Context: an optimization exercise on an open-source flow, tuned for small area. The choices shown serve that exercise and are no tape-out recipe. The RTL was checked by simulation tests, not by an equivalence proof against the original design. No activity file was given, so power comes from the tool's default toggle rates.

[flow/run.sh]
#!/bin/bash
# synth_recipe.tcl (not shown) runs the flow's synth.tcl, then flattens the netlist and writes it again
# the make line also repeats each setting of config.mk as NAME=value (left out here)
make -C /OpenROAD-flow-scripts/flow DESIGN_CONFIG=/design/flow/config.mk WORK_HOME=/design/flow/orfs CLKGATE_MAP_FILE= SYNTH_SCRIPT=/design/flow/synth_recipe.tcl finish
[flow/design.v]
module top (
  input  logic clk,   
  input  logic reset_n_in,
  input  logic midi_in,
  output logic note_cv_p,
  output logic note_cv_n
);
  logic [3:0] rc;       
  logic       rn;       
  logic       rn_d;     
  wire        rc_full = rc[3] & rc[1];
  always_ff @(posedge clk) begin
    if (~reset_n_in)
      rc <= 4'd0;
    else if (~rc_full)
      rc <= rc + 4'd1;
    rn   <= rc_full;
    rn_d <= rn;
  end
  logic [4:0] rxb;
  always_ff @(posedge clk)
    rxb <= {rxb[3:0], midi_in};
  wire rxs = rxb[4];
  logic [9:0] t;        
  logic [4:0] b;        
  wire idle   = b[4] & b[2];
  wire tmatch = t[9] & t[8] & t[4] & t[3] & t[2] & t[1] & t[0];   
  wire eor    = b[4] & b[1] & b[0];                                
  wire b18    = b[4] & b[1] & ~b[0];                               
  always_ff @(posedge clk) begin
    if (idle | tmatch)
      t <= 10'd0;
    else
      t <= t + 10'd1;
  end
  always_ff @(posedge clk) begin
    if (~rn | eor)
      b <= 5'd20;
    else if (idle)
      b <= rxs ? 5'd20 : 5'd0;
    else if (tmatch)
      b <= b + 5'd1;
  end
  logic [7:0] sr;
  always_ff @(posedge clk)
    if (tmatch & ~b[0])
      sr <= {rxs, sr[7:1]};
  wire ok = rn & tmatch & b18 & rxs;    
  logic [1:0] kind, len;
  logic [6:0] n;
  wire is_data = ~sr[7];
  wire is_stat = sr[7] & ~&sr[6:4];
  wire [1:0] kind_new = {~|sr[6:5], ~|sr[6:5] ? sr[4] : (sr[6] & ~sr[5])};
  wire [1:0] maxl = (kind == 2'b01) ? 2'd1 : 2'd2;
  wire [1:0] nlen = is_stat ? 2'd0 : is_data ? ((len == maxl) ? 2'd1 : len + 2'd1) : len;
  wire ev    = kind[1] & (nlen == maxl);
  wire is_on = kind[0] & (|sr[6:0]);
  always_ff @(posedge clk) begin
    if (~rn) begin
      kind <= 2'b00;
      len  <= 2'd0;
    end
    else if (ok) begin
      if (is_stat)
        kind <= kind_new;
      len <= nlen;
    end
  end
  always_ff @(posedge clk)
    if (ok & kind[1] & (nlen == 2'd1))
      n <= sr[6:0];
  logic [3:0]  ph;                  
  logic [15:0][10:0] ring;          
  logic [4:0]  k;                   
  wire [6:0] hn = ring[15][10:4];
  wire [3:0] hd = ring[15][3:0];
  wire kz   = (k == 5'd0);
  wire k1   = (k == 5'd1);
  wire full = k[4];
  wire act  = (hd != 4'hf) | full;
  wire neq  = (hn == n);
  wire nmatch = act & neq;
  wire newest = act & (hd == 4'd0);
  wire second = act & (hd == 4'd1);
  localparam logic [2:0] S_IDLE = 3'd0, S_ARM = 3'd1, S_F = 3'd2, S_R1 = 3'd3,
                         S_R2 = 3'd4, S_WT = 3'd5, S_P1 = 3'd6, S_P2 = 3'd7;
  logic [2:0] st;
  logic [3:0] tm;
  logic       op;                   
  logic       hit;                  
  logic [3:0] a1, a2;               
  logic [6:0] o2;                   
  logic       held;
  logic [3:0] q;                    
  wire ph15 = &ph;
  wire teq  = (tm == ((st == S_R1) ? a1 : a2));
  wire go   = op ? (~held & ~full) : held;
  always_ff @(posedge clk) begin
    if (~rn)
      st <= S_IDLE;
    else begin
      case (st)
        S_IDLE: if (ok & ev) st <= S_ARM;
        S_ARM:  if (eor) st <= S_F;
        S_F:    if (&tm) st <= (~op & hit & ~kz) ? S_R1 : S_WT;
        S_R1:   if (teq) st <= S_R2;
        S_R2:   if (teq) st <= S_WT;
        S_WT:   if (ph15) st <= S_P1;
        S_P1:   if (ph15) st <= go ? S_P2 : S_IDLE;
        default: if (ph15) st <= S_IDLE;
      endcase
    end
  end
  always_ff @(posedge clk) begin
    if ((st == S_ARM) | ((st == S_R1) & teq))
      tm <= 4'd0;
    else
      tm <= tm + 4'd1;
  end
  always_ff @(posedge clk)
    if (st == S_IDLE)
      op <= is_on;
  always_ff @(posedge clk) begin
    if (newest) begin
      hit <= neq;
      a1  <= ph;
    end
    if (second | (newest & k1)) begin
      a2 <= ph | {4{~second}};
      o2 <= hn;
    end
  end
  wire p2     = (st == S_P2);
  wire ins_w  = p2 & op & ~act & ~held;
  wire del_c  = p2 & ~op & nmatch;
  wire del_d  = p2 & ~op & act & (hd > q);
  wire inc    = p2 & op & act;
  always_ff @(posedge clk) begin
    if (st == S_P1) begin
      if (nmatch)
        q <= hd;
      held <= nmatch | (held & (ph != 4'd0));
    end
    else if (ins_w)
      held <= 1'b1;
  end
  logic [3:0] nd;
  always_comb begin
    if (ins_w)
      nd = 4'd0;
    else if (kz | del_c)
      nd = 4'hf;
    else if (inc)
      nd = hd + 4'd1;
    else if (del_d)
      nd = hd - 4'd1;
    else
      nd = hd;
  end
  always_ff @(posedge clk) begin
    ph <= ph + 4'd1;
    ring <= {ring[14:0], {ins_w ? n : hn, nd}};
  end
  always_ff @(posedge clk) begin
    if (~rn)
      k <= 5'd0;
    else if (ins_w)
      k <= k + 5'd1;
    else if (p2 & ~op & ph15)
      k <= k - 5'd1;
  end
  wire fire = ((st == S_F) & (tm == 4'd6) & op & ~full) | ((st == S_R2) & teq);
  wire [6:0] src = (st == S_F) ? n : o2;
  wire ge60 = src[6] | (&src[5:2]);
  logic [5:0] w;
  always_ff @(posedge clk) begin
    if (~rn_d)
      w <= 6'd0;
    else if (fire)
      w <= {src[5:3] | {3{ge60}}, src[2] & ~ge60, src[1:0] | {2{ge60}}};
  end
  logic [5:0] dc;
  logic       den;
  wire        dm = dc[5] & dc[4] & dc[0];    
  always_ff @(posedge clk) begin
    if (~rn | dm)
      dc <= 6'd0;
    else
      dc <= dc + 6'd1;
    den <= dm;
  end
  logic [5:0] dse;
  wire  [6:0] add = {1'b0, w} + {1'b0, dse};
  always_ff @(posedge clk) begin
    if (~rn)
      dse <= 6'd0;
    else if (den)
      dse <= add[5:0];
    note_cv_p <= add[6];
  end
  assign note_cv_n = ~note_cv_p;
endmodule
[flow/constraint.sdc]
create_clock -name core_clock -period 20.0 [get_ports {clk}]
set_input_delay 4.0000 -clock core_clock [delete_from_list [all_inputs] [get_ports {clk}]]
set_output_delay 4.0000 -clock core_clock [all_outputs]
set_load 0.01 [all_outputs]
[flow/config.mk]
export PLATFORM = sky130hd
export DESIGN_NAME = top
export DESIGN_NICKNAME = top
export VERILOG_FILES = /design/flow/design.v
export SDC_FILE = /design/flow/constraint.sdc
export NUM_CORES = 4
export LEC_CHECK = 0
export CAP_MARGIN = 20
export CORE_MARGIN = 2
export CORE_UTILIZATION = 40
export SLEW_MARGIN = 20
==> results.json, run 1 <==
{
  "chip_width_um": 149.4,
  "setup_tns_ns": 0,
  "global_route.usage.total_pct": 12.04,
  "regToRegStartpoint": "st[0]$_SDFFE_PN0P_",
  "fmax_ghz": 0.1857,
  "initialDrtViolationCount": 259,
  "routed_wl_um": 12900,
  "place.gp.congestion": 0.7775,
  "slew_viol_final": 0,
  "ys_async_sr_fraction_pct": 0,
  "fp.dieH_um": 149.4,
  "detailroute.via_count": 4651,
  "synth_edf_count": 37,
  "power.leakage_nw": 3.739,
  "critical_path_class": "reg -> out",
  "ff2ff_path_depth": 5,
  "finalPower_mw": 1.079,
  "clock_path_buffers": 3,
  "hold_class": "reg -> reg",
  "worstReg2RegEnd": "w[2]$_SDFFE_PN0P_",
  "critical_path_arrival_ns": 1.38,
  "finalNetCount": 727,
  "timing_worst_slew_pin_value_ns": 0.9127,
  "routed_via_density": 4.689,
  "critical_path.startpoint_type": "flop",
  "synthSimpleGateAreaFrac_pct": 12.05,
  "post_cts_setup_buffers": 0,
  "post-route-period-util_pct": 26.92,
  "clkLatencyLatePin_ns": 0.52,
  "ff2ff_setup_slack_ns": 17.52,
  "ant_nets": 0,
  "numCtsBuffers": 27,
  "layout.cells.non_filler": 992,
  "min_period_ns": 5.384,
  "yosysMostFrequentCell": "sky130_fd_sc_hd__dfxtp_1",
  "timing.slew.headroom_pct": 39.02,
  "syn_nets": 709,
  "power.density_nw_per_um2": 111.2,
  "synthesis.instances": 680,
  "num_io_pins": 5,
  "fin_worst_skew_ns": 0.01311,
  "hold_path_end": "ring[84]$_DFF_P_",
  "hpwlAfterDp_um": 8347,
  "coreArea_sq_um": 20890,
  "via_count_of_the_first_global_routing_pass": 4800,
  "critical_path_peak_fanout": 2,
  "synth_top_family_by_area": "simple AND/OR/NAND/NOR gates",
  "yosys.area_share.adder_pct": 3.934,
  "status": "complete, no violations",
  "grt_overflow": 0,
  "grt_start_max_net_pins": 23,
  "yosysWarnings": 1,
  "cts_root_buf": "sky130_fd_sc_hd__clkbuf_16",
  "drt_pre_antenna_iters": 4,
  "die_area_sq_um": 22330,
  "antenna_violations_before_repair": 0,
  "clkSinkCount": 279,
  "yosys-mux-area-fraction_pct": 1.316,
  "share_of_post_route_cells_with_drive_strength_above_1_pct": 7.113,
  "area.growth.synth_to_final_pct": 14.64,
  "yosys.area.top_type_share_pct": 57.27,
  "ctsHoldBuffers": 0,
  "cts_resized": 0,
  "io_buffers": 4,
  "final_hold_viol_count": 0,
  "max-vdd-ir-drop_v": 0.00007556,
  "post_drt_wl_per_cell_um": 13.01,
  "yosys_register_bits": 279,
  "antenna_cells_inserted": 0,
  "cts_tree": "built",
  "max_cap_viol_count": 0,
  "placed_cells": 944,
  "syn_avg_cell_area_sq_um": 12.44,
  "grt_pass1_wl_um": 22270,
  "std_cell_rows": 53,
  "cts_htree_levels": 1,
  "synth_cell_types": 59,
  "commonest_cells_post_synth": "sky130_fd_sc_hd__dfxtp_1, sky130_fd_sc_hd__nand2_1, sky130_fd_sc_hd__nor2_1",
  "post_synth_xor_area_fraction_pct": 3.520,
  "yosys_most_used_dff": "sky130_fd_sc_hd__dfxtp_1",
  "worstPathRequired_ns": 16.00,
  "drcViolationCount": 0,
  "start_util_pct": 40.50,
  "hp-start": "ring[73]$_DFF_P_",
  "rsz_0062_raised_after_global_routing": "false",
  "path_clk_slew_ns": 0.06,
  "netlist.top_cell.by_area": "sky130_fd_sc_hd__dfxtp_1",
  "finalSetupViolCount": 0,
  "critical_path.endpoint_type": "primary output",
  "seq_area_frac_synth_pct": 70.40,
  "hold_slack_ns": 0.3233,
  "ys_top_cells_by_area": "sky130_fd_sc_hd__dfxtp_1, sky130_fd_sc_hd__edfxtp_1, sky130_fd_sc_hd__ha_1",
  "compound_gate_portion_of_the_synthesized_area_pct": 6.863,
  "worst_hold_path.num_cells": 0,
  "cell_area_after_synthesis_sq_um": 8459
}
-- worst max-delay path by stage --
stage,start,endpoint
after CTS,note_cv_p$_DFF_P_,note_cv_n
after detailed placement,note_cv_p$_DFF_P_,note_cv_n
after global routing,note_cv_p$_DFF_P_,note_cv_n
after global placement,note_cv_p$_DFF_P_,note_cv_n
after floorplan,note_cv_p$_DFF_P_,note_cv_n
final,note_cv_p$_DFF_P_,note_cv_n
-- placed cells by master (no fill, tap or decap), types with 4 or more instances in the layout --
| cell | count |
|---|---|
| sky130_fd_sc_hd__dfxtp_1 | 242 |
| sky130_fd_sc_hd__nand2_1 | 58 |
| sky130_fd_sc_hd__nor2_1 | 50 |
| sky130_fd_sc_hd__edfxtp_1 | 37 |
| sky130_fd_sc_hd__clkbuf_16 | 30 |
| sky130_fd_sc_hd__ha_1 | 25 |
| sky130_fd_sc_hd__inv_1 | 24 |
| sky130_fd_sc_hd__nand3_1 | 19 |
| sky130_fd_sc_hd__xor2_1 | 18 |
| sky130_fd_sc_hd__a21oi_1 | 18 |
| sky130_fd_sc_hd__xnor2_1 | 16 |
| sky130_fd_sc_hd__o21ai_0 | 13 |
| sky130_fd_sc_hd__nor3_1 | 12 |
| sky130_fd_sc_hd__nand2b_1 | 11 |
| sky130_fd_sc_hd__nor2b_1 | 10 |
| sky130_fd_sc_hd__mux2i_1 | 10 |
| sky130_fd_sc_hd__nand4_1 | 9 |
| sky130_fd_sc_hd__and2_1 | 7 |
| sky130_fd_sc_hd__o211ai_1 | 6 |
| sky130_fd_sc_hd__clkinv_2 | 6 |
| sky130_fd_sc_hd__and3_1 | 5 |
| sky130_fd_sc_hd__o22ai_1 | 5 |
| sky130_fd_sc_hd__o221ai_1 | 5 |
| sky130_fd_sc_hd__clkbuf_1 | 5 |
| sky130_fd_sc_hd__or3_1 | 4 |
| sky130_fd_sc_hd__nor3b_1 | 4 |
| sky130_fd_sc_hd__o21a_1 | 4 |
| sky130_fd_sc_hd__a41oi_1 | 4 |
| sky130_fd_sc_hd__a31oi_1 | 4 |
| sky130_fd_sc_hd__clkdlybuf4s50_1 | 4 |
-- routing by layer --
| layer | wire, um | vias up | track usage (%) |
|---|---|---|---|
| li1 | - | 2364 | - |
| met1 | 6291 | 2194 | 16.03 |
| met2 | 5867 | 69 | 19.40 |
| met3 | 444 | 24 | 2.622 |
| met4 | 301 | 0 | 4.333 |
| met5 | 0 | - | 0 |
-- critical path, stage by stage (launching register included) --
cell	delay (ns)
sky130_fd_sc_hd__dfxtp_1	0.30
sky130_fd_sc_hd__inv_1	0.05
sky130_fd_sc_hd__clkdlybuf4s50_1	0.52
-- kinds of logic (layout without fill, tap and decap cells) --
| kind of cell | Yosys count | after routing |
|---|---|---|
| buffers and inverters | 40 | 77 |
| multiplexers | 11 | 11 |
| AND/OR/NAND/NOR | 206 | 206 |
| XOR/XNOR | 34 | 34 |
| flip-flops | 279 | 279 |
| adder cells (fa/ha/maj) | 26 | 26 |
| AO/OA/AOI/OAI | 84 | 84 |
-- power by group --
part           leakage, nW  internal [mW]  switching, mW
combinational         1.00        0.00125       0.000626
clock                0.458          0.308          0.201
sequential            2.28          0.567       0.000676
total                 3.74          0.877          0.202
-- per-stage QoR --
stage               setup WS, ns  util [%]  area (sq um)
detailed placement         15.14     42.03          8780
global route               14.56     46.43          9698
floorplan                  15.56         -          8459
CTS                        14.58     46.43          9698
global placement           15.14     42.03          8780
finish                     14.62     46.43          9698
-- flip-flops by register name (all words and copies together) (netlist names), 5 cells and up --
name	count
k	5
b	5
w	6
sr	8
ring	176
n	7
dse	6
rxb	5
o2	7
t	10
dc	6
-- layout make-up --
cell class	instances	area, sq um
Clock buffer	38	810.8
Clock inverter	10	107.6
Fill cell	1887	11190
Inverter	24	90.09
Multi-Input combinational cell	361	2342
Sequential cell	279	5956
Tap cell	275	344.1
Timing Repair Buffer	5	47.55
==> run 2, diff against run 1 <==
--- a/flow/design.v
+++ b/flow/design.v
@@ -94,7 +94,8 @@
   logic [3:0] q;                    
   wire ph15 = &ph;
   wire teq  = (tm == ((st == S_R1) ? a1 : a2));
-  wire go   = op ? (~held & ~full) : held;
+  wire held_p1 = nmatch | (held & (ph != 4'd0));
+  wire go   = op ? (~held_p1 & ~full) : held_p1;
   always_ff @(posedge clk) begin
     if (~rn)
       st <= S_IDLE;
@@ -139,7 +140,7 @@
     if (st == S_P1) begin
       if (nmatch)
         q <= hd;
-      held <= nmatch | (held & (ph != 4'd0));
+      held <= held_p1;
     end
     else if (ins_w)
       held <= 1'b1;
==> results.json, run 2 <==
{
  "status": "complete, no violations",
  "timing_worst_slew_pin_value_ns": 1.035,
  "placed_cells": 932,
  "gr-usage-met2_pct": 20.05,
  "post_cts_setup_buffers": 0,
  "max-vdd-ir-drop_v": 0.00006797,
  "fmax_ghz": 0.1845,
  "hold_class": "reg -> reg",
  "critical_path_peak_fanout": 2,
  "fin_worst_skew_ns": 0.02182,
  "cts_tree": "built",
  "yosys.area.top_type_share_pct": 56.82,
  "globalRouteMet3Util_pct": 2.561,
  "cts_resized": 0,
  "clkLatencyLatePin_ns": 0.54,
  "start_util_pct": 40.69,
  "reg_top3": "ring: 176 flops, t: 10 flops, sr: 8 flops",
  "initialDrtViolationCount": 232,
  "max_cap_viol_count": 0,
  "cts_htree_levels": 1,
  "clock_power_share_pct": 48.4,
  "finalNetCount": 715,
  "antenna_violations_before_repair": 0,
  "seq_area_frac_synth_pct": 69.86,
  "power.density_nw_per_um2": 112.0,
  "slew_viol_final": 0,
  "rsz_0062_raised_after_global_routing": "false",
  "final_hold_viol_count": 0,
  "top_register": "ring",
  "place.gp.congestion": 0.7856,
  "largest_register_ff_count": 176,
  "post_drt_wl_per_cell_um": 13.53,
  "drt_pre_antenna_iters": 4,
  "mostFrequentLayoutCell": "sky130_fd_sc_hd__dfxtp_1",
  "fp.dieH_um": 150.0,
  "routed_wl_um": 13280,
  "cts_root_buf": "sky130_fd_sc_hd__clkbuf_16",
  "area.growth.synth_to_final_pct": 15.63,
  "clock_path_buffers": 3,
  "post-route-period-util_pct": 27.09,
  "fillCellCount": 1906,
  "chip_width_um": 150.0,
  "netlist.top_cell.by_area": "sky130_fd_sc_hd__dfxtp_1",
  "grt_start_max_net_pins": 19,
  "clkSinkCount": 279,
  "cell_area_after_synthesis_sq_um": 8526,
  "setup_tns_ns": 0,
  "synthesis.instances": 664,
  "antenna_cells_inserted": 0,
  "share_of_post_route_cells_with_drive_strength_above_1_pct": 9.477,
  "via_count_of_the_first_global_routing_pass": 4711,
  "detailroute.via_count": 4675,
  "share_seq_of_total_power_pct": 51.4,
  "critical_path.endpoint_type": "primary output",
  "timing.slew.headroom_pct": 30.86,
  "hpwlAfterDp_um": 8650,
  "grt_overflow": 0,
  "yosys_register_bits": 279,
  "p_comb_share_pct": 0.2,
  "ctsHoldBuffers": 0,
  "internal-power_mw": 0.8900,
  "ys_async_sr_fraction_pct": 0,
  "path_clk_slew_ns": 0.06,
  "num_io_pins": 5,
  "ys_top_cells_by_area": "sky130_fd_sc_hd__dfxtp_1, sky130_fd_sc_hd__edfxtp_1, sky130_fd_sc_hd__ha_1",
  "coreArea_sq_um": 20960,
  "net-switching-power_mw": 0.2140,
  "worstPathRequired_ns": 16.00,
  "regToRegStartpoint": "st[0]$_SDFFE_PN0P_",
  "io_buffers": 4,
  "numCtsBuffers": 27,
  "routed_via_density": 4.761,
  "commonest_cells_post_synth": "sky130_fd_sc_hd__dfxtp_1, sky130_fd_sc_hd__nor2_1, sky130_fd_sc_hd__edfxtp_1",
  "multi_input_comb_area_sq_um": 2427,
  "most-common-layout-cells": "sky130_fd_sc_hd__dfxtp_1, sky130_fd_sc_hd__nor2_1, sky130_fd_sc_hd__edfxtp_1, sky130_fd_sc_hd__clkbuf_16, sky130_fd_sc_hd__xnor2_1",
  "power.leakage_nw": 3.690,
  "grt_pass1_wl_um": 22470,
  "critical_path_class": "reg -> out",
  "gr-max-usage-layer": "met2",
  "yosysMostFrequentCell": "sky130_fd_sc_hd__dfxtp_1",
  "drcViolationCount": 0,
  "ff2ff_setup_slack_ns": 17.57,
  "synth_edf_count": 37,
  "ant_nets": 0,
  "syn_avg_cell_area_sq_um": 12.84,
  "global_route.usage.total_pct": 12.18,
  "synth_cell_types": 60,
  "yosysWarnings": 1,
  "die_area_sq_um": 22500,
  "std_cell_rows": 53,
  "yosys_most_used_dff": "sky130_fd_sc_hd__dfxtp_1",
  "critical_path.startpoint_type": "flop",
  "critical_path_arrival_ns": 1.42,
  "met1_track_usage_gr_pct": 15.94,
  "finalSetupViolCount": 0,
  "reg_area_sq_um": 5956,
  "syn_nets": 693,
  "p_sw_share_pct": 19.38,
  "hp-start": "ring[118]$_DFF_P_",
  "min_period_ns": 5.419,
  "layout.cells.non_filler": 982,
  "worst_setup_path_startpoint": "note_cv_p$_DFF_P_"
}
==> run 2: power groups by stage <==
stage / clock network (mW) / registers, mW / logic [mW]
finish: 0.534 / 0.568 / 0.00191
global placement: 0 / 0.580 / 0.00171
global route: 0.572 / 0.567 / 0.00223
detailed placement: 0 / 0.580 / 0.00196
CTS: 0.549 / 0.568 / 0.00198
floorplan: 0 / 0.580 / 0.00126
==> run 2: per-stage QoR <==
stage | hold slack (ns) | util, % | setup WS (ns) | area, sq um | total power [mW]
floorplan | 0.3096 | - | 15.56 | 8526 | 0.5811
global placement | 0.3102 | 42.32 | 15.13 | 8867 | 0.5817
detailed placement | 0.3121 | 42.32 | 15.15 | 8867 | 0.5821
CTS | 0.3203 | 46.98 | 14.55 | 9846 | 1.118
global route | 0.3237 | 47.04 | 14.54 | 9858 | 1.141
finish | 0.3207 | 47.04 | 14.58 | 9858 | 1.104
==> run 2: cell families after synthesis <==
family / Yosys count / share of synthesized area (%)
mux: 18 / 2.245
flops: 279 / 69.86
xor+xnor: 37 / 3.801
buf+inv: 39 / 1.820
simple gates: 179 / 11.27
fa+ha+maj: 26 / 3.904
compound gates: 86 / 7.103
==> run 2: path summary, 6_finish.rpt <==
| kind | endpoint | depth (start not counted) |
|---|---|---|
| max | note_cv_n | 2 |
| min | ring[129]$_DFF_P_ | 0 |
| max reg2reg | w[1]$_SDFFE_PN0P_ | 6 |
| min reg2reg | ring[129]$_DFF_P_ | 0 |
==> run 2: layout make-up <==
| cell class | instances | share of cell area, % |
|---|---|---|
| Clock buffer | 35 | 8.009 |
| Clock inverter | 15 | 1.916 |
| Inverter | 26 | 0.9900 |
| Multi-Input combinational cell | 346 | 24.62 |
| Sequential cell | 279 | 60.41 |
| Tap cell | 275 | 3.490 |
| Timing Repair Buffer | 6 | 0.5584 |
==> run 2: per-layer routing <==
| layer | up-vias | wire, um | part of all wire, % |
|---|---|---|---|
| met3 | 22 | 398 | 3.0 |
| met1 | 2254 | 6408 | 48 |
| li1 | 2354 | - | - |
| met5 | - | 0 | 0 |
| met4 | 0 | 314 | 2.4 |
| met2 | 45 | 6163 | 46 |
==> run 2: worst max-delay path, cell delays in order (launching register included) <==
cell	delay, ns
sky130_fd_sc_hd__dfxtp_1	0.31
sky130_fd_sc_hd__inv_1	0.05
sky130_fd_sc_hd__clkdlybuf4s50_1	0.52
==> run 3, diff against run 2 <==
--- a/flow/design.v
+++ b/flow/design.v
@@ -7,7 +7,6 @@
 );
   logic [3:0] rc;       
   logic       rn;       
-  logic       rn_d;     
   wire        rc_full = rc[3] & rc[1];
   always_ff @(posedge clk) begin
     if (~reset_n_in)
@@ -15,7 +14,6 @@
     else if (~rc_full)
       rc <= rc + 4'd1;
     rn   <= rc_full;
-    rn_d <= rn;
   end
   logic [4:0] rxb;
   always_ff @(posedge clk)
@@ -24,14 +22,14 @@
   logic [9:0] t;        
   logic [4:0] b;        
   wire idle   = b[4] & b[2];
-  wire tmatch = t[9] & t[8] & t[4] & t[3] & t[2] & t[1] & t[0];   
+  wire tmatch = (t == 10'b0100011001);
   wire eor    = b[4] & b[1] & b[0];                                
   wire b18    = b[4] & b[1] & ~b[0];                               
   always_ff @(posedge clk) begin
     if (idle | tmatch)
       t <= 10'd0;
     else
-      t <= t + 10'd1;
+      t <= {t[8:0], ~(t[9] ^ t[6])};
   end
   always_ff @(posedge clk) begin
     if (~rn | eor)
@@ -43,7 +41,7 @@
   end
   logic [7:0] sr;
   always_ff @(posedge clk)
-    if (tmatch & ~b[0])
+    if (tmatch & ~b[0] & ~b18)
       sr <= {rxs, sr[7:1]};
   wire ok = rn & tmatch & b18 & rxs;    
   logic [1:0] kind, len;
@@ -86,12 +84,12 @@
                          S_R2 = 3'd4, S_WT = 3'd5, S_P1 = 3'd6, S_P2 = 3'd7;
   logic [2:0] st;
   logic [3:0] tm;
-  logic       op;                   
+  wire        op = is_on;           
   logic       hit;                  
   logic [3:0] a1, a2;               
   logic [6:0] o2;                   
-  logic       held;
-  logic [3:0] q;                    
+  wire        held = hit;           
+  wire  [3:0] q = a2;
   wire ph15 = &ph;
   wire teq  = (tm == ((st == S_R1) ? a1 : a2));
   wire held_p1 = nmatch | (held & (ph != 4'd0));
@@ -118,32 +116,31 @@
     else
       tm <= tm + 4'd1;
   end
-  always_ff @(posedge clk)
-    if (st == S_IDLE)
-      op <= is_on;
-  always_ff @(posedge clk) begin
-    if (newest) begin
-      hit <= neq;
-      a1  <= ph;
-    end
-    if (second | (newest & k1)) begin
-      a2 <= ph | {4{~second}};
-      o2 <= hn;
-    end
-  end
   wire p2     = (st == S_P2);
   wire ins_w  = p2 & op & ~act & ~held;
   wire del_c  = p2 & ~op & nmatch;
   wire del_d  = p2 & ~op & act & (hd > q);
   wire inc    = p2 & op & act;
   always_ff @(posedge clk) begin
+    if (newest)
+      a1 <= ph;
+    if (second | (newest & k1))
+      o2 <= hn;
     if (st == S_P1) begin
+      hit <= held_p1;
       if (nmatch)
-        q <= hd;
-      held <= held_p1;
+        a2 <= hd;
     end
-    else if (ins_w)
-      held <= 1'b1;
+    else if (st == S_P2) begin
+      if (ins_w)
+        hit <= 1'b1;
+    end
+    else begin
+      if (newest)
+        hit <= neq;
+      if (second | (newest & k1))
+        a2 <= ph | {4{~second}};
+    end
   end
   logic [3:0] nd;
   always_comb begin
@@ -175,20 +172,19 @@
   wire ge60 = src[6] | (&src[5:2]);
   logic [5:0] w;
   always_ff @(posedge clk) begin
-    if (~rn_d)
+    if (~rn)
       w <= 6'd0;
     else if (fire)
       w <= {src[5:3] | {3{ge60}}, src[2] & ~ge60, src[1:0] | {2{ge60}}};
   end
   logic [5:0] dc;
-  logic       den;
-  wire        dm = dc[5] & dc[4] & dc[0];    
+  wire        dm  = (dc == 6'b001001);
+  wire        den = (dc == 6'd0);
   always_ff @(posedge clk) begin
     if (~rn | dm)
       dc <= 6'd0;
     else
-      dc <= dc + 6'd1;
-    den <= dm;
+      dc <= {dc[4:0], ~(dc[5] ^ dc[4])};
   end
   logic [5:0] dse;
   wire  [6:0] add = {1'b0, w} + {1'b0, dse};
--- a/flow/config.mk
+++ b/flow/config.mk
@@ -7,5 +7,8 @@
 export LEC_CHECK = 0
 export CAP_MARGIN = 20
 export CORE_MARGIN = 2
-export CORE_UTILIZATION = 40
+export CORE_UTILIZATION = 65
+export CTS_BUF_LIST = sky130_fd_sc_hd__clkbuf_8
+export CTS_CLUSTER_DIAMETER = 50
+export CTS_CLUSTER_SIZE = 22
 export SLEW_MARGIN = 20
==> results.json, run 3 <==
{
  "status": "complete, no violations",
  "grt_start_max_net_pins": 38,
  "post_cts_setup_buffers": 0,
  "global_route.usage.total_pct": 18.37,
  "p_comb_share_pct": 0.2,
  "cts_htree_levels": 1,
  "synthSimpleGateAreaFrac_pct": 13.64,
  "critical_path_class": "reg -> out",
  "critical_path.startpoint_type": "flop",
  "synth_top_family_by_area": "simple AND/OR/NAND/NOR gates",
  "cell_area_after_synthesis_sq_um": 8283,
  "max-vdd-ir-drop_v": 0.00007952,
  "p_sw_share_pct": 21.10,
  "power.density_nw_per_um2": 92.73,
  "place.gp.congestion": 0.7856,
  "setup_tns_ns": 0,
  "mostFrequentLayoutCell": "sky130_fd_sc_hd__dfxtp_1",
  "net-switching-power_mw": 0.1737,
  "clkSinkCount": 271,
  "hpwlAfterDp_um": 8165,
  "max_cap_viol_count": 0,
  "top_register": "ring",
  "start_util_pct": 66.17,
  "finalPower_mw": 0.8232,
  "syn_avg_cell_area_sq_um": 12.27,
  "finalSetupViolCount": 0,
  "antenna_cells_inserted": 0,
  "grt_pass1_wl_um": 20170,
  "largest_register_ff_count": 176,
  "yosys_register_bits": 271,
  "yosys-mux-area-fraction_pct": 1.224,
  "drcViolationCount": 0,
  "post-route-period-util_pct": 27.05,
  "die_area_sq_um": 13660,
  "netlist.top_cell.by_area": "sky130_fd_sc_hd__dfxtp_1",
  "syn_nets": 703,
  "compound_gate_portion_of_the_synthesized_area_pct": 7.311,
  "finalNetCount": 714,
  "timing.slew.headroom_pct": 51.99,
  "yosys_most_used_dff": "sky130_fd_sc_hd__dfxtp_1",
  "critical_path_peak_fanout": 2,
  "numCtsBuffers": 19,
  "detailroute.via_count": 4589,
  "ctsHoldBuffers": 0,
  "timing_worst_slew_pin_value_ns": 0.7154,
  "critical_path.endpoint_type": "primary output",
  "clkLatencyLatePin_ns": 0.51,
  "ant_nets": 0,
  "yosysWarnings": 1,
  "hold_class": "reg -> reg",
  "fp.dieH_um": 116.9,
  "area.growth.synth_to_final_pct": 7.175,
  "reg_top3": "ring: 176 flops, t: 10 flops, sr: 8 flops",
  "chip_width_um": 116.9,
  "power.leakage_nw": 3.505,
  "min_period_ns": 5.409,
  "yosysMostFrequentCell": "sky130_fd_sc_hd__dfxtp_1",
  "fin_worst_skew_ns": 0.01661,
  "yosys.area.top_type_share_pct": 58.01,
  "dr_wl_met2_um": 5486,
  "synth_edf_count": 31,
  "top_layer": "met4",
  "ys_top_cells_by_area": "sky130_fd_sc_hd__dfxtp_1, sky130_fd_sc_hd__edfxtp_1, sky130_fd_sc_hd__ha_1",
  "cts_root_buf": "sky130_fd_sc_hd__clkbuf_8",
  "most-common-layout-cells": "sky130_fd_sc_hd__dfxtp_1, sky130_fd_sc_hd__nand2_1, sky130_fd_sc_hd__nor2_1, sky130_fd_sc_hd__edfxtp_1, sky130_fd_sc_hd__inv_1",
  "place_area_sq_um": 8498,
  "clock_power_share_pct": 33.0,
  "antenna_violations_before_repair": 0,
  "grt_overflow": 0,
  "share_of_post_route_cells_with_drive_strength_above_1_pct": 6.609,
  "slew_viol_final": 0,
  "commonest_cells_post_synth": "sky130_fd_sc_hd__dfxtp_1, sky130_fd_sc_hd__nand2_1, sky130_fd_sc_hd__nor2_1",
  "yosys.area_share.adder_pct": 3.867,
  "synth_cell_types": 68,
  "io_buffers": 4,
  "rsz_0062_raised_after_global_routing": "false",
  "layout.cell_area.non_filler_sq_um": 8877,
  "routed_wl_um": 12150,
  "routed-wl-met3_um": 462,
  "fillCellCount": 916,
  "drt_pre_antenna_iters": 4,
  "worstPathRequired_ns": 16.00,
  "post_synth_xor_area_fraction_pct": 2.749,
  "post_drt_wl_per_cell_um": 14.00,
  "final_hold_viol_count": 0,
  "m1WireLength_um": 5951,
  "coreArea_sq_um": 12520,
  "fmax_ghz": 0.1849,
  "critical_path_arrival_ns": 1.41,
  "cts_resized": 0,
  "std_cell_rows": 41,
  "cts_tree": "built",
  "ys_async_sr_fraction_pct": 0,
  "initialDrtViolationCount": 241,
  "share_seq_of_total_power_pct": 66.8,
  "synthesis.instances": 675,
  "routed_via_density": 5.287,
  "num_io_pins": 5,
  "internal-power_mw": 0.6494,
  "seq_area_frac_synth_pct": 69.24,
  "clock_path_buffers": 3,
  "via_count_of_the_first_global_routing_pass": 4359,
  "path_clk_slew_ns": 0.11
}
-- run 3: cell types whose count changed after synthesis, sizes merged, moves of 7 or more --
cell | previous run | this run
mux2 | 9 | 1
nand2 | 25 | 74
xnor2 | 28 | 17
and2 | 6 | 19
nand2b | 19 | 9
clkbuf | 8 | 15
nor2 | 46 | 32
-- run 3: routing by layer --
metal	up-vias	GRT usage [%]
li1	2322	-
met1	2151	26.11
met2	96	29.21
met3	20	3.502
met4	0	5.098
met5	-	0
-- run 3: power by group through the flow --
stage	clock network (mW)	logic, mW	registers (mW)
2_1_floorplan	0	0.00126	0.562
3_3_place_gp	0	0.00174	0.562
3_5_place_dp	0	0.00190	0.562
4_1_cts	0.281	0.00192	0.550
5_1_grt	0.302	0.00219	0.550
6_report	0.272	0.00190	0.550
-- run 3: worst max-delay path, cell delays in order, from the launching register on --
cell and delay (ns):
sky130_fd_sc_hd__dfxtp_1 0.33, sky130_fd_sc_hd__inv_1 0.05, sky130_fd_sc_hd__clkdlybuf4s50_1 0.52
-- run 3: per-stage QoR --
step	util, %	setup slack (ns)	hold WS, ns	instances
6_report	70.92	14.59	0.3354	868
5_1_grt	70.92	14.51	0.3409	868
4_1_cts	70.88	14.55	0.3325	868
3_5_place_dp	67.89	15.13	0.3121	837
3_3_place_gp	67.89	15.14	0.3100	837
2_1_floorplan	-	15.56	0.3096	675
-- run 3: logic make-up after synthesis --
logic type                 Yosys count
AOI/OAI and AO/OA                   84
xor gates and xnor gates            26
adders and majority gates           25
buffers and inverters               43
DFF                                271
muxes                               10
and+or+nand+nor                    216
-- run 3: area by class of cell --
type | count | area (sq um) | share of cell area [%]
clock buffers | 19 | 261.5 | 2.946
clock inverters | 12 | 112.6 | 1.268
flip-flops and latches | 271 | 5736 | 64.61
well taps | 172 | 215.2 | 2.424
inverters | 27 | 101.3 | 1.142
multi-input cells | 361 | 2396 | 26.99
repair buffers | 6 | 55.05 | 0.6202
-- run 3: final timing paths --
kind,startpoint,endpoint,slack (ns),cells after the start
worst max register to register,sr[5]$_DFFE_PP_,k[4]$_SDFFE_PN0P_,17.30,7
worst min-delay path,ring[55]$_DFF_P_,ring[66]$_DFF_P_,0.34,0
worst min register to register,ring[55]$_DFF_P_,ring[66]$_DFF_P_,0.34,0
worst max-delay path,note_cv_p$_DFF_P_,note_cv_n,14.59,2
==> run 4, diff against run 3 <==
--- a/flow/config.mk
+++ b/flow/config.mk
@@ -7,8 +7,8 @@
 export LEC_CHECK = 0
 export CAP_MARGIN = 20
 export CORE_MARGIN = 2
-export CORE_UTILIZATION = 65
+export CORE_UTILIZATION = 40
 export CTS_BUF_LIST = sky130_fd_sc_hd__clkbuf_8
-export CTS_CLUSTER_DIAMETER = 50
-export CTS_CLUSTER_SIZE = 22
+export CTS_CLUSTER_DIAMETER = 60
+export CTS_CLUSTER_SIZE = 20
 export SLEW_MARGIN = 20
==> results.json, run 4 <==
{
  "yosys.area.top_type_share_pct": 58.01,
  "max_cap_viol_count": 0,
  "cts_root_buf": "sky130_fd_sc_hd__clkbuf_8",
  "setup_tns_ns": 0,
  "place.gp.congestion": 0.8815,
  "io_buffers": 4,
  "global_route.usage.total_pct": 12.42,
  "largest_register_ff_count": 176,
  "post-route-period-util_pct": 27.08,
  "yosysMostFrequentCell": "sky130_fd_sc_hd__dfxtp_1",
  "ctsHoldBuffers": 0,
  "most-common-layout-cells": "sky130_fd_sc_hd__dfxtp_1, sky130_fd_sc_hd__nand2_1, sky130_fd_sc_hd__nor2_1, sky130_fd_sc_hd__inv_1, sky130_fd_sc_hd__edfxtp_1",
  "grt_start_max_net_pins": 38,
  "path_clk_slew_ns": 0.11,
  "min_period_ns": 5.417,
  "placed_cells": 935,
  "drcViolationCount": 0,
  "power.leakage_nw": 3.500,
  "power.density_nw_per_um2": 91.03,
  "ys_async_sr_fraction_pct": 0,
  "seq_area_frac_synth_pct": 69.24,
  "cts_tree": "built",
  "fin_worst_skew_ns": 0.01440,
  "hpwlAfterDp_um": 9080,
  "max-vdd-ir-drop_v": 0.00004391,
  "cts_resized": 0,
  "numCtsBuffers": 18,
  "status": "complete, no violations",
  "coreArea_sq_um": 20300,
  "grt_overflow": 0,
  "fp.dieH_um": 147.9,
  "syn_nets": 703,
  "num_io_pins": 5,
  "ys_top_cells_by_area": "sky130_fd_sc_hd__dfxtp_1, sky130_fd_sc_hd__edfxtp_1, sky130_fd_sc_hd__ha_1",
  "critical_path.startpoint_type": "flop",
  "detailroute.via_count": 4574,
  "die_area_sq_um": 21870,
  "std_cell_rows": 52,
  "worstPathRequired_ns": 16.00,
  "share_of_post_route_cells_with_drive_strength_above_1_pct": 5.916,
  "post_drt_wl_per_cell_um": 13.82,
  "hold_class": "reg -> reg",
  "clkSinkCount": 271,
  "ant_nets": 0,
  "reg_top3": "ring: 176 flops, t: 10 flops, sr: 8 flops",
  "chip_width_um": 147.9,
  "timing.slew.headroom_pct": 42.32,
  "grt_pass1_wl_um": 22340,
  "top_register": "ring",
  "final_hold_viol_count": 0,
  "layout.cells.non_filler": 963,
  "synth_cell_types": 68,
  "routed_via_density": 4.750,
  "slew_viol_final": 0,
  "antenna_cells_inserted": 0,
  "yosys_register_bits": 271,
  "routed_wl_um": 13310,
  "finalPower_mw": 0.8160,
  "finalNetCount": 713,
  "finalSetupViolCount": 0,
  "hold_slack_ns": 0.3307,
  "clkLatencyLatePin_ns": 0.52,
  "antenna_violations_before_repair": 0,
  "critical_path_class": "reg -> out",
  "fillCellCount": 1859,
  "fmax_ghz": 0.1846,
  "clock_path_buffers": 3,
  "critical_path_arrival_ns": 1.42,
  "cts_htree_levels": 1,
  "area.growth.synth_to_final_pct": 8.218,
  "rsz_0062_raised_after_global_routing": "false",
  "commonest_cells_post_synth": "sky130_fd_sc_hd__dfxtp_1, sky130_fd_sc_hd__nand2_1, sky130_fd_sc_hd__nor2_1",
  "syn_avg_cell_area_sq_um": 12.27,
  "netlist.top_cell.by_area": "sky130_fd_sc_hd__dfxtp_1",
  "critical_path.endpoint_type": "primary output",
  "critical_path_peak_fanout": 2,
  "post_cts_setup_buffers": 0,
  "yosys_most_used_dff": "sky130_fd_sc_hd__dfxtp_1",
  "via_count_of_the_first_global_routing_pass": 4646,
  "initialDrtViolationCount": 239,
  "synthesis.instances": 675,
  "yosysWarnings": 1,
  "cell_area_after_synthesis_sq_um": 8283,
  "mostFrequentLayoutCell": "sky130_fd_sc_hd__dfxtp_1",
  "start_util_pct": 40.80,
  "timing_worst_slew_pin_value_ns": 0.8586,
  "utilization_pct": 44.16,
  "synth_edf_count": 31,
  "drt_pre_antenna_iters": 4
}
## run 4: kinds of logic after synthesis
| logic type | count (synthesis) | share of synthesized area, % |
|---|---|---|
| fa+ha+maj | 25 | 3.867 |
| buf+inv | 43 | 1.964 |
| mux | 10 | 1.224 |
| simple gates | 216 | 13.64 |
| xor+xnor | 26 | 2.749 |
| flops | 271 | 69.24 |
| compound gates | 84 | 7.312 |
## run 4: metal layers
layer	vias up	global-route usage [%]	part of all wire, %
met5	-	0	0
met4	0	3.905	2.3
met3	23	2.716	3.4
met2	64	20.67	46
met1	2163	16.22	48
li1	2324	-	-
## run 4: critical path, cell delays in order (launching register included)
cell and delay (ns):
sky130_fd_sc_hd__dfxtp_1 0.34, sky130_fd_sc_hd__inv_1 0.05, sky130_fd_sc_hd__clkdlybuf4s50_1 0.52
## run 4: layout make-up
type | instances | area (sq um) | area share [%]
flip-flops and latches | 271 | 5736 | 63.99
multi-input cells | 361 | 2396 | 26.73
well taps | 270 | 337.8 | 3.769
clock buffers | 19 | 261.5 | 2.917
inverters | 27 | 101.3 | 1.131
clock inverters | 9 | 76.32 | 0.8515
repair buffers | 6 | 55.05 | 0.6142
## run 4: metrics by stage
step,instance area (sq um),setup WS (ns)
floorplan,8283,15.56
finish,8964,14.58
global route,8964,14.50
global placement,8621,15.14
CTS,8964,14.54
detailed placement,8626,15.12
## run 4: final timing paths
path                            depth (start not counted)  slack [ns]                  to               start
worst min register to register                          0        0.33   ring[135]$_DFF_P_   ring[124]$_DFF_P_
worst min-delay path                                    0        0.33   ring[135]$_DFF_P_   ring[124]$_DFF_P_
worst max-delay path                                    2       14.58           note_cv_n   note_cv_p$_DFF_P_
worst max register to register                          7       17.17  st[0]$_SDFFE_PN0P_  st[0]$_SDFFE_PN0P_
## run 4: report_power, final
group / switching (mW) / internal [mW]
clock: 0.160 / 0.104
sequential: 0.000665 / 0.549
combinational: 0.000676 / 0.00125
==> run 5, diff against run 4 <==
--- a/flow/design.v
+++ b/flow/design.v
@@ -91,7 +91,7 @@
   wire        held = hit;           
   wire  [3:0] q = a2;
   wire ph15 = &ph;
-  wire teq  = (tm == ((st == S_R1) ? a1 : a2));
+  wire tend = &tm;
   wire held_p1 = nmatch | (held & (ph != 4'd0));
   wire go   = op ? (~held_p1 & ~full) : held_p1;
   always_ff @(posedge clk) begin
@@ -101,9 +101,9 @@
       case (st)
         S_IDLE: if (ok & ev) st <= S_ARM;
         S_ARM:  if (eor) st <= S_F;
-        S_F:    if (&tm) st <= (~op & hit & ~kz) ? S_R1 : S_WT;
-        S_R1:   if (teq) st <= S_R2;
-        S_R2:   if (teq) st <= S_WT;
+        S_F:    if (tend) st <= (~op & hit & ~kz) ? S_R1 : S_WT;
+        S_R1:   if (tend) st <= S_R2;
+        S_R2:   if (tend) st <= S_WT;
         S_WT:   if (ph15) st <= S_P1;
         S_P1:   if (ph15) st <= go ? S_P2 : S_IDLE;
         default: if (ph15) st <= S_IDLE;
@@ -111,8 +111,10 @@
     end
   end
   always_ff @(posedge clk) begin
-    if ((st == S_ARM) | ((st == S_R1) & teq))
+    if (st == S_ARM)
       tm <= 4'd0;
+    else if (tend & ((st == S_F) | (st == S_R1)))
+      tm <= ~((st == S_F) ? a1 : a2);
     else
       tm <= tm + 4'd1;
   end
@@ -167,7 +169,7 @@
     else if (p2 & ~op & ph15)
       k <= k - 5'd1;
   end
-  wire fire = ((st == S_F) & (tm == 4'd6) & op & ~full) | ((st == S_R2) & teq);
+  wire fire = ((st == S_F) & (tm == 4'd6) & op & ~full) | ((st == S_R2) & tend);
   wire [6:0] src = (st == S_F) ? n : o2;
   wire ge60 = src[6] | (&src[5:2]);
   logic [5:0] w;
==> results.json, run 5 <==
{
  "worstPathRequired_ns": 16.00,
  "most-common-layout-cells": "sky130_fd_sc_hd__dfxtp_1, sky130_fd_sc_hd__nand2_1, sky130_fd_sc_hd__nor2_1, sky130_fd_sc_hd__edfxtp_1, sky130_fd_sc_hd__inv_1",
  "max_stage_delay_ns": 0.52,
  "seq_area_frac_synth_pct": 69.80,
  "clkLatencyLatePin_ns": 0.54,
  "fin_ws_ns": 14.58,
  "layout.cell_area.non_filler_sq_um": 8919,
  "grt_overflow": 0,
  "max-vdd-ir-drop_v": 0.00007721,
  "slew_viol_final": 0,
  "io_buffers": 4,
  "status": "complete, no violations",
  "critical_path.startpoint_type": "flop",
  "dpl_worst_slack_ns": 15.14,
  "critical_path_arrival_ns": 1.42,
  "fp.dieH_um": 147.3,
  "num_io_pins": 5,
  "critical-path-slowest-cell": "sky130_fd_sc_hd__clkdlybuf4s50_1",
  "std_cell_rows": 52,
  "yosys_register_bits": 271,
  "post_cts_setup_buffers": 0,
  "cts_htree_levels": 1,
  "commonest_cells_post_synth": "sky130_fd_sc_hd__dfxtp_1, sky130_fd_sc_hd__nand2_1, sky130_fd_sc_hd__edfxtp_1, sky130_fd_sc_hd__nor2_1, sky130_fd_sc_hd__ha_1",
  "share_of_post_route_cells_with_drive_strength_above_1_pct": 6.158,
  "reg_area_sq_um": 5737,
  "place_area_sq_um": 8519,
  "critical_path_peak_fanout": 2,
  "finalSetupViolCount": 0,
  "gr-usage-met2_pct": 20.00,
  "syn_nets": 688,
  "largest_register_ff_count": 176,
  "antenna_cells_inserted": 0,
  "chip_width_um": 147.3,
  "clkSinkCount": 271,
  "globalRouteMet3Util_pct": 2.609,
  "via_count_of_the_first_global_routing_pass": 4648,
  "hold_class": "reg -> reg",
  "detailroute.via_count": 4611,
  "path_buf_inv": 2,
  "cts_tree": "built",
  "netlist.top_cell.by_area": "sky130_fd_sc_hd__dfxtp_1",
  "utilization_pct": 44.22,
  "routed_wl_um": 12800,
  "clock_path_buffers": 3,
  "drt_pre_antenna_iters": 4,
  "post-route-period-util_pct": 27.10,
  "die_area_sq_um": 21700,
  "rsz_0062_raised_after_global_routing": "false",
  "cts_resized": 0,
  "met1_track_usage_gr_pct": 16.19,
  "top_register": "ring",
  "fillCellCount": 1878,
  "yosys_most_used_dff": "sky130_fd_sc_hd__dfxtp_1",
  "yosysMostFrequentCell": "sky130_fd_sc_hd__dfxtp_1",
  "finalNetCount": 698,
  "syn_avg_cell_area_sq_um": 12.45,
  "setup_tns_ns": 0,
  "final_hold_viol_count": 0,
  "coreArea_sq_um": 20170,
  "path_delay_family": "buffers and inverters",
  "gr-max-usage-layer": "met2",
  "path_clk_slew_ns": 0.11,
  "antenna_violations_before_repair": 0,
  "start_util_pct": 40.74,
  "yosys.area.top_type_share_pct": 58.47,
  "reg_top3": "ring: 176 flops, t: 10 flops, sr: 8 flops",
  "fmax_ghz": 0.1845,
  "ant_nets": 0,
  "global_route.usage.total_pct": 12.25,
  "numCtsBuffers": 20,
  "max_cap_viol_count": 0,
  "cell_area_after_synthesis_sq_um": 8217,
  "synthesis.instances": 660,
  "ys_top_cells_by_area": "sky130_fd_sc_hd__dfxtp_1, sky130_fd_sc_hd__edfxtp_1, sky130_fd_sc_hd__ha_1",
  "synth_cell_types": 62,
  "min_period_ns": 5.419,
  "synth_edf_count": 31,
  "critical_path_class": "reg -> out",
  "area.growth.synth_to_final_pct": 8.543,
  "routed_via_density": 4.843,
  "fin_worst_skew_ns": 0.03717,
  "ys_async_sr_fraction_pct": 0,
  "grt_pass1_wl_um": 22040,
  "place.gp.congestion": 0.8032,
  "mostFrequentLayoutCell": "sky130_fd_sc_hd__dfxtp_1",
  "post_drt_wl_per_cell_um": 13.44,
  "hpwlAfterDp_um": 8551,
  "timing_worst_slew_pin_value_ns": 1.047,
  "power.leakage_nw": 3.416,
  "grt_start_max_net_pins": 34,
  "hold_slack_ns": 0.3111,
  "yosysWarnings": 1,
  "power.density_nw_per_um2": 92.98,
  "timing.critical_path.cells": "inv_1, clkdlybuf4s50_1",
  "critical_path.endpoint_type": "primary output",
  "cts_root_buf": "sky130_fd_sc_hd__clkbuf_8",
  "ff2ff_setup_slack_ns": 17.37,
  "initialDrtViolationCount": 272,
  "ctsHoldBuffers": 0,
  "drcViolationCount": 0,
  "timing.slew.headroom_pct": 30.06,
  "multi_input_comb_area_sq_um": 2325
}
==> run 5: cell types whose count changed after synthesis, moves of 4 or more <==
cell	delta
sky130_fd_sc_hd__nand3_1	+4
sky130_fd_sc_hd__a21oi_1	-4
sky130_fd_sc_hd__inv_1	-4
sky130_fd_sc_hd__o21ai_0	+9
sky130_fd_sc_hd__nand2_1	-22
sky130_fd_sc_hd__a21boi_1	+4
sky130_fd_sc_hd__and3_1	+5
==> run 5: power by group <==
group | internal [mW] | total [mW] | leakage (nW) | switching [mW]
Combinational | 0.00123 | 0.00184 | 0.973 | 0.000613
Sequential | 0.549 | 0.550 | 2.23 | 0.000677
Clock | 0.105 | 0.278 | 0.209 | 0.173
Total | 0.655 | 0.829 | 3.42 | 0.174
==> run 5: cell families after synthesis <==
logic type / after synthesis / share of synthesized area (%)
flops: 271 / 69.80
simple gates: 194 / 12.36
compound gates: 99 / 8.406
buf+inv: 39 / 1.964
fa+ha+maj: 25 / 3.898
xor+xnor: 24 / 2.558
mux: 8 / 1.005
==> run 5: worst register-to-register path, delay by kind of cell (launching register included) <==
family          cells  cell delay (ns)
buf+inv             1             0.13
flops               1             0.40
simple gates        2             0.92
fa+ha+maj           1             0.14
compound gates      2             0.70
==> run 5: routing by layer <==
metal	wire (um)	part of all wire [%]	vias up
met3	363	2.8	21
met2	5901	46	50
li1	-	-	2306
met4	365	2.9	0
met1	6167	48	2234
met5	0	0	-
==> run 5: area by class of cell <==
type	count	area share, %
flip-flops and latches	271	64.32
well taps	270	3.788
clock inverters	13	1.164
multi-input cells	350	26.07
inverters	23	0.9680
repair buffers	4	0.4489
clock buffers	21	3.241
==> run 5: path summary, 6_finish.rpt <==
kind	from	end	cells past startpoint
min	ring[48]$_DFF_P_	ring[59]$_DFF_P_	0
min reg2reg	ring[48]$_DFF_P_	ring[59]$_DFF_P_	0
max	note_cv_p$_DFF_P_	note_cv_n	2
max reg2reg	ring[166]$_DFF_P_	a2[0]$_DFFE_PP_	6
==> run 5: through the flow <==
stage / cells / total power, mW
after floorplan: 660 / 0.5632
after global placement: 918 / 0.5637
after detailed placement: 918 / 0.5640
after CTS: 952 / 0.8428
after global routing: 952 / 0.8624
final: 952 / 0.8293
==> run 6, diff against run 5 <==
==> flow/flow/run.sh (new file) <==
#!/bin/bash
set -euo pipefail
export CTS_ARGS="-sink_clustering_enable -repair_clock_nets -dont_use_dummy_load -buf_list sky130_fd_sc_hd__clkbuf_8 -sink_clustering_size 20 -sink_clustering_max_diameter 60"
bash standard.sh > standard.log 2>&1
==> flow/standard.sh (new file) <==
#!/bin/bash
# synth_recipe.tcl (not shown) runs the flow's synth.tcl, then flattens the netlist and writes it again
# the make line also repeats each setting of config.mk as NAME=value (left out here)
make -C /OpenROAD-flow-scripts/flow DESIGN_CONFIG=/design/flow/config.mk WORK_HOME=/design/flow/orfs CLKGATE_MAP_FILE= SYNTH_SCRIPT=/design/flow/synth_recipe.tcl "${@:-finish}"
removed: flow/run.sh
==> results.json, run 6 <==
{
  "final_hold_viol_count": 0,
  "clock_path_buffers": 3,
  "post_drt_wl_per_cell_um": 13.55,
  "area.growth.synth_to_final_pct": 7.111,
  "antenna_cells_inserted": 0,
  "clkSinkCount": 271,
  "num_io_pins": 5,
  "most-common-layout-cells": "sky130_fd_sc_hd__dfxtp_1, sky130_fd_sc_hd__nand2_1, sky130_fd_sc_hd__nor2_1, sky130_fd_sc_hd__edfxtp_1, sky130_fd_sc_hd__ha_1",
  "ys_top_cells_by_area": "sky130_fd_sc_hd__dfxtp_1, sky130_fd_sc_hd__edfxtp_1, sky130_fd_sc_hd__ha_1",
  "die_area_sq_um": 21700,
  "path_clk_slew_ns": 0.11,
  "drcViolationCount": 0,
  "share_of_post_route_cells_with_drive_strength_above_1_pct": 4.790,
  "reg_top3": "ring: 176 flops, t: 10 flops, sr: 8 flops",
  "netlist.top_cell.by_area": "sky130_fd_sc_hd__dfxtp_1",
  "grt_pass1_wl_um": 21890,
  "min_period_ns": 5.418,
  "worstPathRequired_ns": 16.00,
  "ys_async_sr_fraction_pct": 0,
  "slew_viol_final": 0,
  "power.density_nw_per_um2": 89.95,
  "finalSetupViolCount": 0,
  "cts_htree_levels": 1,
  "syn_nets": 688,
  "layout.cells.non_filler": 938,
  "finalNetCount": 698,
  "coreArea_sq_um": 20170,
  "fin_ws_ns": 14.58,
  "ctsHoldBuffers": 0,
  "critical_path_peak_fanout": 2,
  "clkLatencyLatePin_ns": 0.53,
  "synth_cell_types": 62,
  "dpl_worst_slack_ns": 15.14,
  "critical_path_class": "reg -> out",
  "drt_pre_antenna_iters": 4,
  "reg_area_sq_um": 5737,
  "status": "complete, no violations",
  "critical_path_arrival_ns": 1.42,
  "io_buffers": 4,
  "yosysWarnings": 1,
  "cell_area_after_synthesis_sq_um": 8217,
  "placed_cells": 918,
  "cts_tree": "built",
  "multi_input_comb_area_sq_um": 2325,
  "rsz_0062_raised_after_global_routing": "false",
  "std_cell_rows": 52,
  "yosysMostFrequentCell": "sky130_fd_sc_hd__dfxtp_1",
  "yosys_most_used_dff": "sky130_fd_sc_hd__dfxtp_1",
  "clock_power_share_pct": 30.3,
  "yosys_register_bits": 271,
  "max_cap_viol_count": 0,
  "critical_path.endpoint_type": "primary output",
  "share_seq_of_total_power_pct": 69.4,
  "place.gp.congestion": 0.8032,
  "timing.slew.headroom_pct": 32.00,
  "post-route-period-util_pct": 27.09,
  "hold_class": "reg -> reg",
  "routed_via_density": 4.870,
  "commonest_cells_post_synth": "sky130_fd_sc_hd__dfxtp_1, sky130_fd_sc_hd__nand2_1, sky130_fd_sc_hd__edfxtp_1, sky130_fd_sc_hd__nor2_1, sky130_fd_sc_hd__ha_1",
  "cts_resized": 0,
  "p_sw_share_pct": 19.12,
  "mostFrequentLayoutCell": "sky130_fd_sc_hd__dfxtp_1",
  "initialDrtViolationCount": 239,
  "chip_width_um": 147.3,
  "hpwlAfterDp_um": 8551,
  "global_route.usage.total_pct": 12.17,
  "ff2ff_setup_slack_ns": 17.37,
  "ant_nets": 0,
  "fillCellCount": 1882,
  "grt_start_max_net_pins": 34,
  "power.leakage_nw": 3.351,
  "grt_overflow": 0,
  "top_register": "ring",
  "largest_register_ff_count": 176,
  "via_count_of_the_first_global_routing_pass": 4624,
  "start_util_pct": 40.74,
  "timing_worst_slew_pin_value_ns": 1.018,
  "synth_edf_count": 31,
  "fmax_ghz": 0.1846,
  "setup_tns_ns": 0,
  "p_comb_share_pct": 0.2,
  "seq_area_frac_synth_pct": 69.80,
  "synthesis.instances": 660,
  "detailroute.via_count": 4568,
  "critical_path.startpoint_type": "flop",
  "max-vdd-ir-drop_v": 0.00007193,
  "net-switching-power_mw": 0.1514,
  "antenna_violations_before_repair": 0,
  "fp.dieH_um": 147.3,
  "numCtsBuffers": 20,
  "cts_root_buf": "sky130_fd_sc_hd__clkbuf_8",
  "routed_wl_um": 12710,
  "fin_worst_skew_ns": 0.06927,
  "yosys.area.top_type_share_pct": 58.47,
  "internal-power_mw": 0.6402,
  "post_cts_setup_buffers": 0,
  "syn_avg_cell_area_sq_um": 12.45
}
==> run 6: cell counts after synthesis <==
Identical to the previous run, type by type.
==> run 6: worst paths after layout <==
| kind | from | end | cells past startpoint |
|---|---|---|---|
| worst max-delay path | note_cv_p$_DFF_P_ | note_cv_n | 2 |
| worst min-delay path | ring[156]$_DFF_P_ | ring[167]$_DFF_P_ | 0 |
| worst max register to register | sr[4]$_DFFE_PP_ | ring[3]$_SDFF_PP0_ | 6 |
| worst min register to register | ring[156]$_DFF_P_ | ring[167]$_DFF_P_ | 0 |
==> run 6: layer usage <==
| layer | up-vias | share of wire, % | global-route usage (%) | routed length [um] |
|---|---|---|---|---|
| li1 | 2290 | - | - | - |
| met1 | 2204 | 48 | 16.03 | 6082 |
| met2 | 53 | 47 | 19.88 | 5915 |
| met3 | 21 | 3.0 | 2.609 | 386 |
| met4 | 0 | 2.6 | 4.423 | 326 |
| met5 | - | 0 | 0 | 0 |
==> run 6: power by group through the flow <==
stage,Sequential [mW],Clock (mW),Combinational [mW]
2_1_floorplan,0.562,0,0.00124
3_3_place_gp,0.562,0,0.00169
3_5_place_dp,0.562,0,0.00187
4_1_cts,0.550,0.254,0.00188
5_1_grt,0.550,0.271,0.00200
6_report,0.550,0.240,0.00184
==> run 6: cell type report <==
cell class              count  area share (%)
multi-input cells         350           26.41
inverters                  23          0.9809
flip-flops and latches    271           65.18
well taps                 270           3.838
clock buffers              20           3.128
repair buffers              4          0.4549
==> run 6: cell families after synthesis <==
logic type,count (synthesis),share of synthesized area (%)
and+or+nand+nor,194,12.36
DFF,271,69.80
adders and majority gates,25,3.898
xor gates and xnor gates,24,2.558
buffers and inverters,39,1.964
muxes,8,1.005
AOI/OAI and AO/OA,99,8.406
==> run 6: worst max-delay path: stages, from the launching register on <==
cell	delay [ns]
sky130_fd_sc_hd__dfxtp_1	0.32
sky130_fd_sc_hd__inv_1	0.04
sky130_fd_sc_hd__clkdlybuf4s50_1	0.52
==> run 6: metrics by stage <==
step                hold WS [ns]  instance area [sq um]  total power, mW  utilization (%)
floorplan                 0.3096                   8217           0.5632                -
CTS                       0.2917                   8795           0.8051            43.60
finish                    0.2911                   8801           0.7916            43.64
global route              0.2888                   8801           0.8229            43.64
detailed placement        0.3121                   8519           0.5640            42.24
global placement          0.3101                   8519           0.5637            42.24
==> run 7, diff against run 6 <==
--- a/flow/design.v
+++ b/flow/design.v
@@ -40,9 +40,7 @@
       b <= b + 5'd1;
   end
   logic [7:0] sr;
-  always_ff @(posedge clk)
-    if (tmatch & ~b[0] & ~b18)
-      sr <= {rxs, sr[7:1]};
+  wire shift = tmatch & ~b[0] & ~b18;
   wire ok = rn & tmatch & b18 & rxs;    
   logic [1:0] kind, len;
   logic [6:0] n;
@@ -84,9 +82,10 @@
                          S_R2 = 3'd4, S_WT = 3'd5, S_P1 = 3'd6, S_P2 = 3'd7;
   logic [2:0] st;
   logic [3:0] tm;
-  wire        op = is_on;           
+  logic       op;                   
   logic       hit;                  
-  logic [3:0] a1, a2;               
+  wire  [3:0] a1 = sr[3:0];         
+  wire  [3:0] a2 = sr[7:4];
   logic [6:0] o2;                   
   wire        held = hit;           
   wire  [3:0] q = a2;
@@ -94,21 +93,14 @@
   wire tend = &tm;
   wire held_p1 = nmatch | (held & (ph != 4'd0));
   wire go   = op ? (~held_p1 & ~full) : held_p1;
-  always_ff @(posedge clk) begin
-    if (~rn)
+  wire adv = (st == S_IDLE) ? (ok & ev) :
+             (st == S_ARM)  ? eor :
+             ((st == S_F) | (st == S_R1) | (st == S_R2)) ? tend : ph15;
+  always_ff @(posedge clk) begin
+    if (~rn | (adv & (st == S_P1) & ~go))
       st <= S_IDLE;
-    else begin
-      case (st)
-        S_IDLE: if (ok & ev) st <= S_ARM;
-        S_ARM:  if (eor) st <= S_F;
-        S_F:    if (tend) st <= (~op & hit & ~kz) ? S_R1 : S_WT;
-        S_R1:   if (tend) st <= S_R2;
-        S_R2:   if (tend) st <= S_WT;
-        S_WT:   if (ph15) st <= S_P1;
-        S_P1:   if (ph15) st <= go ? S_P2 : S_IDLE;
-        default: if (ph15) st <= S_IDLE;
-      endcase
-    end
+    else if (adv)
+      st <= st + 3'd1;
   end
   always_ff @(posedge clk) begin
     if (st == S_ARM)
@@ -124,24 +116,35 @@
   wire del_d  = p2 & ~op & act & (hd > q);
   wire inc    = p2 & op & act;
   always_ff @(posedge clk) begin
-    if (newest)
-      a1 <= ph;
+    if (ok)
+      op <= is_on;
     if (second | (newest & k1))
       o2 <= hn;
-    if (st == S_P1) begin
+    if (st == S_P1)
       hit <= held_p1;
-      if (nmatch)
-        a2 <= hd;
-    end
     else if (st == S_P2) begin
       if (ins_w)
         hit <= 1'b1;
     end
+    else if (newest)
+      hit <= neq;
+  end
+  always_ff @(posedge clk) begin
+    if (st == S_IDLE) begin
+      if (shift)
+        sr <= {rxs, sr[7:1]};
+    end
     else begin
       if (newest)
-        hit <= neq;
-      if (second | (newest & k1))
-        a2 <= ph | {4{~second}};
+        sr[3:0] <= ph;
+      if (st == S_P1) begin
+        if (nmatch)
+          sr[7:4] <= hd;
+      end
+      else if (st != S_P2) begin
+        if (second | (newest & k1))
+          sr[7:4] <= ph | {4{~second}};
+      end
     end
   end
   logic [3:0] nd;
@@ -169,7 +172,7 @@
     else if (p2 & ~op & ph15)
       k <= k - 5'd1;
   end
-  wire fire = ((st == S_F) & (tm == 4'd6) & op & ~full) | ((st == S_R2) & tend);
+  wire fire = ((st == S_F) & (tm == 4'd6) & op & ~full) | ((st == S_R2) & tend & ~op & hit & ~kz);
   wire [6:0] src = (st == S_F) ? n : o2;
   wire ge60 = src[6] | (&src[5:2]);
   logic [5:0] w;
==> flow/flow/run.sh (replaced) <==
#!/bin/bash
set -euo pipefail
export CTS_ARGS="-sink_clustering_enable -repair_clock_nets -dont_use_dummy_load -buf_list {sky130_fd_sc_hd__clkbuf_4 sky130_fd_sc_hd__clkbuf_8} -sink_clustering_size 20 -sink_clustering_max_diameter 60"
bash standard.sh > standard.log 2>&1
==> results.json, run 7 <==
{
  "netlist.top_cell.by_area": "sky130_fd_sc_hd__dfxtp_1",
  "clock_power_share_pct": 29.9,
  "critical_path_peak_fanout": 2,
  "yosys.area.top_type_share_pct": 59.78,
  "share_of_post_route_cells_with_drive_strength_above_1_pct": 4.012,
  "p_comb_share_pct": 0.3,
  "coreArea_sq_um": 19590,
  "p_sw_share_pct": 19.44,
  "grt_start_max_net_pins": 21,
  "clkSinkCount": 264,
  "worst_hold_path.num_cells": 0,
  "std_cell_rows": 51,
  "yosysWarnings": 1,
  "path_clk_slew_ns": 0.11,
  "path_delay_family": "buffers and inverters",
  "clock_path_buffers": 3,
  "num_io_pins": 5,
  "seq_area_frac_synth_pct": 68.74,
  "die_area_sq_um": 21240,
  "routed_via_density": 4.904,
  "io_buffers": 4,
  "drt_pre_antenna_iters": 5,
  "net-switching-power_mw": 0.1487,
  "post_drt_wl_per_cell_um": 13.89,
  "setup_tns_ns": 0,
  "yosys_register_bits": 264,
  "power.leakage_nw": 3.272,
  "cell_area_after_synthesis_sq_um": 8038,
  "reg_top3": "ring: 176 flops, t: 10 flops, sr: 8 flops",
  "antenna_cells_inserted": 0,
  "fmax_ghz": 0.1852,
  "power.density_nw_per_um2": 88.87,
  "hold_slack_ns": 0.2908,
  "via_count_of_the_first_global_routing_pass": 4493,
  "timing.slew.headroom_pct": 39.44,
  "critical_path.startpoint_type": "flop",
  "ys_top_cells_by_area": "sky130_fd_sc_hd__dfxtp_1, sky130_fd_sc_hd__edfxtp_1, sky130_fd_sc_hd__ha_1",
  "max_stage_delay_ns": 0.52,
  "largest_register_ff_count": 176,
  "timing_worst_slew_pin_value_ns": 0.9051,
  "critical_path_class": "reg -> out",
  "place.gp.congestion": 0.8245,
  "fillCellCount": 1835,
  "yosys_most_used_dff": "sky130_fd_sc_hd__dfxtp_1",
  "syn_avg_cell_area_sq_um": 12.09,
  "path_buf_inv": 2,
  "detailroute.via_count": 4600,
  "ff2ff_setup_slack_ns": 17.34,
  "final_hold_viol_count": 0,
  "max_cap_viol_count": 0,
  "mostFrequentLayoutCell": "sky130_fd_sc_hd__dfxtp_1",
  "synthesis.instances": 665,
  "cts_tree": "built",
  "status": "complete, no violations",
  "utilization_pct": 43.92,
  "ctsHoldBuffers": 0,
  "drcViolationCount": 0,
  "critical-path-slowest-cell": "sky130_fd_sc_hd__clkdlybuf4s50_1",
  "antenna_violations_before_repair": 0,
  "worstPathRequired_ns": 16.00,
  "cts_root_buf": "sky130_fd_sc_hd__clkbuf_8",
  "hpwlAfterDp_um": 8940,
  "fin_worst_skew_ns": 0.03635,
  "grt_pass1_wl_um": 22140,
  "ant_nets": 0,
  "chip_width_um": 145.8,
  "ys_async_sr_fraction_pct": 0,
  "yosysMostFrequentCell": "sky130_fd_sc_hd__dfxtp_1",
  "top_register": "ring",
  "timing.critical_path.cells": "inv_1, clkdlybuf4s50_1",
  "rsz_0062_raised_after_global_routing": "false"
}
[run 7: logic make-up after synthesis]
family / share of synthesized area [%]
simple gates: 12.97
xor+xnor: 2.615
buf+inv: 1.915
flops: 68.74
fa+ha+maj: 4.919
mux: 0.3736
compound gates: 8.468
[run 7: cell type report]
cell class | instances | area (sq um) | share of cell area [%]
flip-flops and latches | 264 | 5525 | 64.21
multi-input cells | 360 | 2359 | 27.41
well taps | 265 | 331.6 | 3.853
clock buffers | 18 | 247.7 | 2.879
inverters | 27 | 101.3 | 1.178
repair buffers | 4 | 40.04 | 0.4653
[run 7: through the flow]
step                instances  power, mW  setup WS, ns
finish                    938     0.7646         14.60
global route              938     0.7976         14.54
CTS                       938     0.7764         14.57
detailed placement        920     0.5480         15.15
global placement          920     0.5477         15.14
floorplan                 665     0.5471         15.56
[run 7: worst register-to-register path: cells and delay by family (launching register included)]
kind	cells	cell delay (ns)
compound gates	1	0.58
simple gates	3	0.95
flops	1	0.75
[run 7: worst paths after layout]
path                                     endpoint         startpoint
worst max-delay path                    note_cv_n  note_cv_p$_DFF_P_
worst min-delay path            ring[157]$_DFF_P_  ring[146]$_DFF_P_
worst max register to register     n[0]$_DFFE_PP_         rn$_DFF_P_
worst min register to register  ring[157]$_DFF_P_  ring[146]$_DFF_P_
[run 7: power by group through the flow]
stage               logic [mW]  clock network [mW]  registers, mW
global route           0.00236               0.261          0.534
floorplan              0.00136                   0          0.546
detailed placement     0.00205                   0          0.546
CTS                    0.00206               0.241          0.534
finish                 0.00202               0.229          0.534
global placement       0.00184                   0          0.546
[run 7: layer usage]
| metal | global-route usage, % | part of all wire (%) | vias to the layer above |
|---|---|---|---|
| met5 | 0 | 0 | - |
| met4 | 3.922 | 2.8 | 0 |
| met3 | 2.414 | 3.7 | 29 |
| met2 | 20.17 | 45 | 67 |
| met1 | 16.97 | 48 | 2220 |
| li1 | - | - | 2284 |

Re-timed with assumed drivers on the ports (clkbuf_16 on the clock, buf_2 on other inputs), run 7 has 14.563 ns of setup slack against 14.600 ns with ideal ports, and 15.101 ns once port delays also move by the mid clock arrival of 0.538 ns.
